Background: an optimization exercise with open tools, aiming at small area. Do not read the settings as production practice. RTL that was checked went through simulation tests only; none was proved equivalent to the original. The clock port is modelled as an ideal driver; clocking choices that lean on that would not hold on a real chip. Power figures rest on the tool's default switching activity, not on a simulated workload.

Design spi_flash_top, start of the top module:
module spi_flash_top(
    input               clk     ,
    input               rst_n   ,
    input               miso    ,
    output              mosi    ,
    output              sclk    ,
    output              cs_n    ,
    input       [2:0]   key_in  ,
    output      [5:0]   seg_sel ,
    output      [7:0]   seg_dig
    );
Size in the first run: roughly 140 flip-flops, roughly 23 I/O pins, ~7300 µm² of cells after synthesis.
make LEC_CHECK=0 ABC_AREA=1 CAP_MARGIN=20 CORE_MARGIN=2 CORE_UTILIZATION=70 CTS_BUF_LIST=sky130_fd_sc_hd__clkbuf_4 SLEW_MARGIN=20 finish   # period 10.0 ns
run.sh (not shown) runs the stock make flow with config.mk's settings and CLKGATE_MAP_FILE= SYNTH_SCRIPT=/design/flow/synth_recipe.tcl, a recipe that flattens the netlist after the stock synthesis.
Edit:
ABC_AREA = default   (was 1)
CORE_UTILIZATION = 40   (was 70)
CTS_BUF_LIST = default   (was sky130_fd_sc_hd__clkbuf_4)
Outcome: Power went down by about 3%. Setup slack improved by 120 ps. Cell area went up by about 5.6%. Via count went down by about 5%. Wire length went up by about 6.6%. Clock power went up by 82%. Final cell count went down by about 3.4%.
No functional check of the RTL was part of any run of this note.

== job 8226 ==
Another version of the RTL of spi_flash_top (not shown whole).
For scale: about 590 cells after synthesis, about 140 flip-flops, ~23 I/O pins, ~6600 µm² of cells after synthesis.
Settings: LEC_CHECK=0, CAP_MARGIN=20, CORE_MARGIN=2, CORE_UTILIZATION=70, CTS_BUF_LIST=sky130_fd_sc_hd__clkbuf_4 sky130_fd_sc_hd__clkbuf_8, SLEW_MARGIN=20; clock period 10.0 ns.
Input-level comparison between job 7491 and job 8226:
==> flow/flow/run.sh (new file) <==
#!/bin/bash
# Own layout flow: the standard synthesis, then the combinational logic
# is mapped again by ABC for area (registers, tie cells and their names are
# kept as the standard synthesis made them), then the standard layout.
set -euo pipefail
W=$(pwd)
R=$W/orfs/results/$FLOW_PLATFORM/spi_flash_top/base
LIB=$FLOW_HOME/platforms/$FLOW_PLATFORM/lib/sky130_fd_sc_hd__tt_025C_1v80.lib

bash standard.sh synth > $W/flow_synth.log 2>&1

cp $R/1_2_yosys.v $W/std_netlist.v
DU=$(awk '/DONT_USE_CELLS/,/^$/' $FLOW_HOME/platforms/$FLOW_PLATFORM/config.mk \
     | tr ' \\' '\n\n' | grep '^sky130' | sort -u | sed 's/^/-dont_use /' | tr '\n' ' ')
cat > $W/remap.ys <<EOY
read_liberty -ignore_miss_func $LIB
read_verilog $W/std_netlist.v
hierarchy -top $FLOW_TOP
blackbox sky130_fd_sc_hd__df* sky130_fd_sc_hd__edf* sky130_fd_sc_hd__sdf* sky130_fd_sc_hd__dl* sky130_fd_sc_hd__conb_1
flatten
opt_clean
abc -liberty $LIB $DU
opt_clean -purge
hilomap -singleton -hicell sky130_fd_sc_hd__conb_1 HI -locell sky130_fd_sc_hd__conb_1 LO
insbuf -buf sky130_fd_sc_hd__buf_4 A X
splitnets
opt_clean -purge
hierarchy -top $FLOW_TOP
tee -o $W/remap_stat.txt stat -liberty $LIB
write_verilog -noattr -nohex -nodec $W/remap_netlist.v
EOY
yosys -s $W/remap.ys > $W/flow_remap.log 2>&1
cp $W/remap_netlist.v $R/1_2_yosys.v
touch $R/1_2_yosys.v

bash standard.sh finish > $W/flow_layout.log 2>&1
==> flow/standard.sh (new file) <==
#!/bin/bash
# synth_recipe.tcl (not shown) runs the flow's synth.tcl, then flattens the netlist and writes it again
# the make line also repeats each setting of config.mk as NAME=value (left out here)
make -C /OpenROAD-flow-scripts/flow DESIGN_CONFIG=/design/flow/config.mk WORK_HOME=/design/flow/orfs CLKGATE_MAP_FILE= SYNTH_SCRIPT=/design/flow/synth_recipe.tcl "${@:-finish}"
removed: flow/run.sh
==> notes.md <==
In summary, job 7491 completed successfully, with a layout that passed the timing, design-rule and antenna checks.
[compare] base=job 8226 new=job 7491: detail-routed net length per standard cell shows an increase of 0.87%; period utilization shows a reduction of 0.91 points; number of nets in the layout shows a reduction of 57; post-synthesis instance total shows a reduction of 28.
Job 8226 consumes less power than job 7491.

Starting RTL as in the previous note.
==> flow/design.v (excerpt) <==
module spi_flash_top(
    input               clk     ,
    input               rst_n   ,
    input               miso    ,
    output              mosi    ,
    output              sclk    ,
    output              cs_n    ,
    input       [2:0]   key_in  ,
    output      [5:0]   seg_sel ,
    output      [7:0]   seg_dig
    );
Settings: LEC_CHECK=0, CAP_MARGIN=20, CORE_MARGIN=2, CORE_UTILIZATION=70, SLEW_MARGIN=20; clock period 10.0 ns.
standard.sh (not shown) runs the stock make flow with config.mk's settings and CLKGATE_MAP_FILE= SYNTH_SCRIPT=/design/flow/synth_recipe.tcl, a recipe that flattens the netlist after the stock synthesis.
==> flow/flow/run.sh <==
#!/bin/bash
# Own layout flow: the standard synthesis, then the combinational logic
# is mapped again by ABC for area (registers, tie cells and their names are
# kept as the standard synthesis made them), then the standard layout.
set -euo pipefail
W=$(pwd)
R=$W/orfs/results/$FLOW_PLATFORM/spi_flash_top/base
LIB=$FLOW_HOME/platforms/$FLOW_PLATFORM/lib/sky130_fd_sc_hd__tt_025C_1v80.lib

bash standard.sh synth > $W/flow_synth.log 2>&1

cp $R/1_2_yosys.v $W/std_netlist.v
DU=$(awk '/DONT_USE_CELLS/,/^$/' $FLOW_HOME/platforms/$FLOW_PLATFORM/config.mk \
     | tr ' \\' '\n\n' | grep '^sky130' | sort -u | sed 's/^/-dont_use /' | tr '\n' ' ')
cat > $W/remap.ys <<EOY
read_liberty -ignore_miss_func $LIB
read_verilog $W/std_netlist.v
hierarchy -top $FLOW_TOP
blackbox sky130_fd_sc_hd__df* sky130_fd_sc_hd__edf* sky130_fd_sc_hd__sdf* sky130_fd_sc_hd__dl* sky130_fd_sc_hd__conb_1
flatten
opt_clean
abc -liberty $LIB $DU
opt_clean -purge
hilomap -singleton -hicell sky130_fd_sc_hd__conb_1 HI -locell sky130_fd_sc_hd__conb_1 LO
insbuf -buf sky130_fd_sc_hd__buf_4 A X
splitnets
opt_clean -purge
hierarchy -top $FLOW_TOP
tee -o $W/remap_stat.txt stat -liberty $LIB
write_verilog -noattr -nohex -nodec $W/remap_netlist.v
EOY
yosys -s $W/remap.ys > $W/flow_remap.log 2>&1
cp $W/remap_netlist.v $R/1_2_yosys.v
touch $R/1_2_yosys.v

export CTS_ARGS="-sink_clustering_enable -repair_clock_nets -buf_list sky130_fd_sc_hd__clkbuf_8 -dont_use_dummy_load"
bash standard.sh finish > $W/flow_layout.log 2>&1
Then changed:
--- a/flow/flow/run.sh
+++ b/flow/flow/run.sh
@@ -1,6 +1,10 @@
 #!/bin/bash
-# Own layout flow: the standard synthesis, then the combinational logic
-# is mapped again by ABC for area (registers, tie cells and their names are
-# kept as the standard synthesis made them), then the standard layout.
+# Own layout flow:
+#  1. the standard synthesis (standard.sh synth), unchanged;
+#  2. its combinational logic mapped again by ABC for area; the registers,
+#     their names and cell types, and the tie cells are kept as they are;
+#  3. the standard layout (standard.sh finish) on that netlist, with
+#     small port buffers and a clock tree without dummy loads.
+# Each tool's output goes to a log file of its own in this folder.
 set -euo pipefail
 W=$(pwd)
@@ -13,4 +17,5 @@
 DU=$(awk '/DONT_USE_CELLS/,/^$/' $FLOW_HOME/platforms/$FLOW_PLATFORM/config.mk \
      | tr ' \\' '\n\n' | grep '^sky130' | sort -u | sed 's/^/-dont_use /' | tr '\n' ' ')
+ABCS='+strash;&get,-n;&deepsyn,-T,30;&put;&get,-n;&dch,-f;&nf,-R,1000;&put'
 cat > $W/remap.ys <<EOY
 read_liberty -ignore_miss_func $LIB
@@ -20,5 +25,5 @@
 flatten
 opt_clean
-abc -liberty $LIB $DU
+abc -liberty $LIB $DU -script $ABCS
 opt_clean -purge
 hilomap -singleton -hicell sky130_fd_sc_hd__conb_1 HI -locell sky130_fd_sc_hd__conb_1 LO
@@ -35,3 +40,4 @@
 
 export CTS_ARGS="-sink_clustering_enable -repair_clock_nets -buf_list sky130_fd_sc_hd__clkbuf_8 -dont_use_dummy_load"
+export BUFFER_PORTS_ARGS="-buffer_cell sky130_fd_sc_hd__buf_1"
 bash standard.sh finish > $W/flow_layout.log 2>&1
Result: The new run completed with no timing, DRC or antenna violations. Clock power is lower by about 2%. Synthesized cell count is lower by 8.0%. Flip-flop and latch count is unchanged. Non-clock buffer count rose by 1. Sequential power went down by 6.7%. Sequential share of layout area rose by 3.3 points. Die area went down by 4.1%. Wire length fell by 2.7%. Global-route usage came out higher by 0.63 points.

## the baseline
spi_flash_top again, from the RTL that the note above started with.
==> flow/config.mk <==
export PLATFORM = sky130hd
export DESIGN_NAME = spi_flash_top
export DESIGN_NICKNAME = spi_flash_top
export VERILOG_FILES = /design/flow/design.v
export SDC_FILE = /design/flow/constraint.sdc
export NUM_CORES = 4
export LEC_CHECK = 0
export CAP_MARGIN = 20
export CORE_MARGIN = 2
export CORE_UTILIZATION = 70
export SLEW_MARGIN = 20
==> flow/constraint.sdc <==
create_clock -name core_clock -period 10.0 [get_ports {clk}]
set_input_delay 2.0000 -clock core_clock [delete_from_list [all_inputs] [get_ports {clk}]]
set_output_delay 2.0000 -clock core_clock [all_outputs]
set_load 0.01 [all_outputs]
==> flow/flow/run.sh <==
#!/bin/bash
# Own layout flow:
#  1. the standard synthesis (standard.sh synth), unchanged;
#  2. its combinational logic mapped again by ABC for area; the registers,
#     their names and cell types, and the tie cells are kept as they are;
#  3. the standard layout (standard.sh finish) on that netlist, with
#     small port buffers and a clock tree without dummy loads.
# Each tool's output goes to a log file of its own in this folder.
set -euo pipefail
W=$(pwd)
R=$W/orfs/results/$FLOW_PLATFORM/spi_flash_top/base
LIB=$FLOW_HOME/platforms/$FLOW_PLATFORM/lib/sky130_fd_sc_hd__tt_025C_1v80.lib

bash standard.sh synth > $W/flow_synth.log 2>&1

cp $R/1_2_yosys.v $W/std_netlist.v
DU=$(awk '/DONT_USE_CELLS/,/^$/' $FLOW_HOME/platforms/$FLOW_PLATFORM/config.mk \
     | tr ' \\' '\n\n' | grep '^sky130' | sort -u | sed 's/^/-dont_use /' | tr '\n' ' ')
ABCS='+strash;&get,-n;&deepsyn,-T,30;&put;&get,-n;&dch,-f;&nf,-R,1000;&put'
cat > $W/remap.ys <<EOY
read_liberty -ignore_miss_func $LIB
read_verilog $W/std_netlist.v
hierarchy -top $FLOW_TOP
blackbox sky130_fd_sc_hd__df* sky130_fd_sc_hd__edf* sky130_fd_sc_hd__sdf* sky130_fd_sc_hd__dl* sky130_fd_sc_hd__conb_1
flatten
opt_clean
abc -liberty $LIB $DU -script $ABCS
opt_clean -purge
hilomap -singleton -hicell sky130_fd_sc_hd__conb_1 HI -locell sky130_fd_sc_hd__conb_1 LO
insbuf -buf sky130_fd_sc_hd__buf_4 A X
splitnets
opt_clean -purge
hierarchy -top $FLOW_TOP
tee -o $W/remap_stat.txt stat -liberty $LIB
write_verilog -noattr -nohex -nodec $W/remap_netlist.v
EOY
yosys -s $W/remap.ys > $W/flow_remap.log 2>&1
cp $W/remap_netlist.v $R/1_2_yosys.v
touch $R/1_2_yosys.v

export CTS_ARGS="-sink_clustering_enable -repair_clock_nets -buf_list sky130_fd_sc_hd__clkbuf_4 -dont_use_dummy_load"
export PRE_CTS_TCL=$W/flow/pre_cts.tcl
export BUFFER_PORTS_ARGS="-buffer_cell sky130_fd_sc_hd__buf_1"
bash standard.sh finish > $W/flow_layout.log 2>&1
==> flow/flow/pre_cts.tcl <==
configure_cts_characterization -max_slew 0.08 -max_cap 0.04
diff inputs: the baseline => the candidate
Settings: CORE_UTILIZATION changed from 70 to 80.
Results
The candidate: full flow OK, the timing, design-rule and antenna checks passed. The baseline vs the candidate, cell with the biggest individual delay on the critical path: sky130_fd_sc_hd__dfstp_2 vs sky130_fd_sc_hd__dfrtp_1. Compared with the baseline, the candidate shows a met1 capacity usage during global routing that is 5.1 points higher. In the candidate, cell area is higher than in the baseline. Changes observed in the candidate relative to the baseline: transition time at the pin with the least slew margin picked up an extra 0.021 ns; number of buffer and inverter stages on the critical path ~0 delta; overall routing resource usage increased by 4.6 points relative to the old numbers. Comparing the candidate and the baseline, total power after layout is higher on the baseline. The candidate vs the baseline: portion of total power attributed to the clock network up. Changes observed in the candidate relative to the baseline: multi-input gate area in the final layout up 31 um2, setup slack dropped 0.47 ns.

## afterwards: timing with drivers on the ports
The results above use ideal ports. As a check the final layouts listed here were re-extracted and re-timed, cells and wires unchanged. Step 1 (the two cells are an assumption about what drives the block):
set clk [get_ports {clk}]
set_driving_cell -lib_cell sky130_fd_sc_hd__clkbuf_16 $clk
set_driving_cell -lib_cell sky130_fd_sc_hd__buf_2 [delete_from_list [all_inputs] $clk]
Step 2 moves the port delays by t, midway between the first and last clock arrival at a register: inputs arrive t later, outputs are due t later. That takes back most of the time a late clock gives input paths. Three values: ideal ports, drivers, drivers and shift; two values: the first two.
run | t (ns) | setup slack, ns | latest minus earliest clock arrival (ns)
the first run of note 1 | 0.579 | 5.603 / 5.569 / 6.149 | 0.016 / 0.015
the second run of note 1 | 0.466 | 5.720 / 5.681 / 6.147 | 0.011 / 0.010
job 8226 | 0.477 | 5.485 / 5.485 / 5.485 | 0.015 / 0.014
job 7491 | 0.468 | 5.577 / 5.542 / 6.010 | 0.016 / 0.017
the first run of note 3 | 0.469 | 5.586 / 5.550 / 6.018 | 0.042 / 0.041
the second run of note 3 | 0.457 | 5.127 / 5.095 / 5.552 | 0.026 / 0.026
the baseline | 0.525 | 5.677 / 5.644 / 6.169 | 0.042 / 0.042
the candidate | 0.542 | 5.209 / 5.178 / 5.721 | 0.037 / 0.037
After both steps every run listed still meets setup and hold.
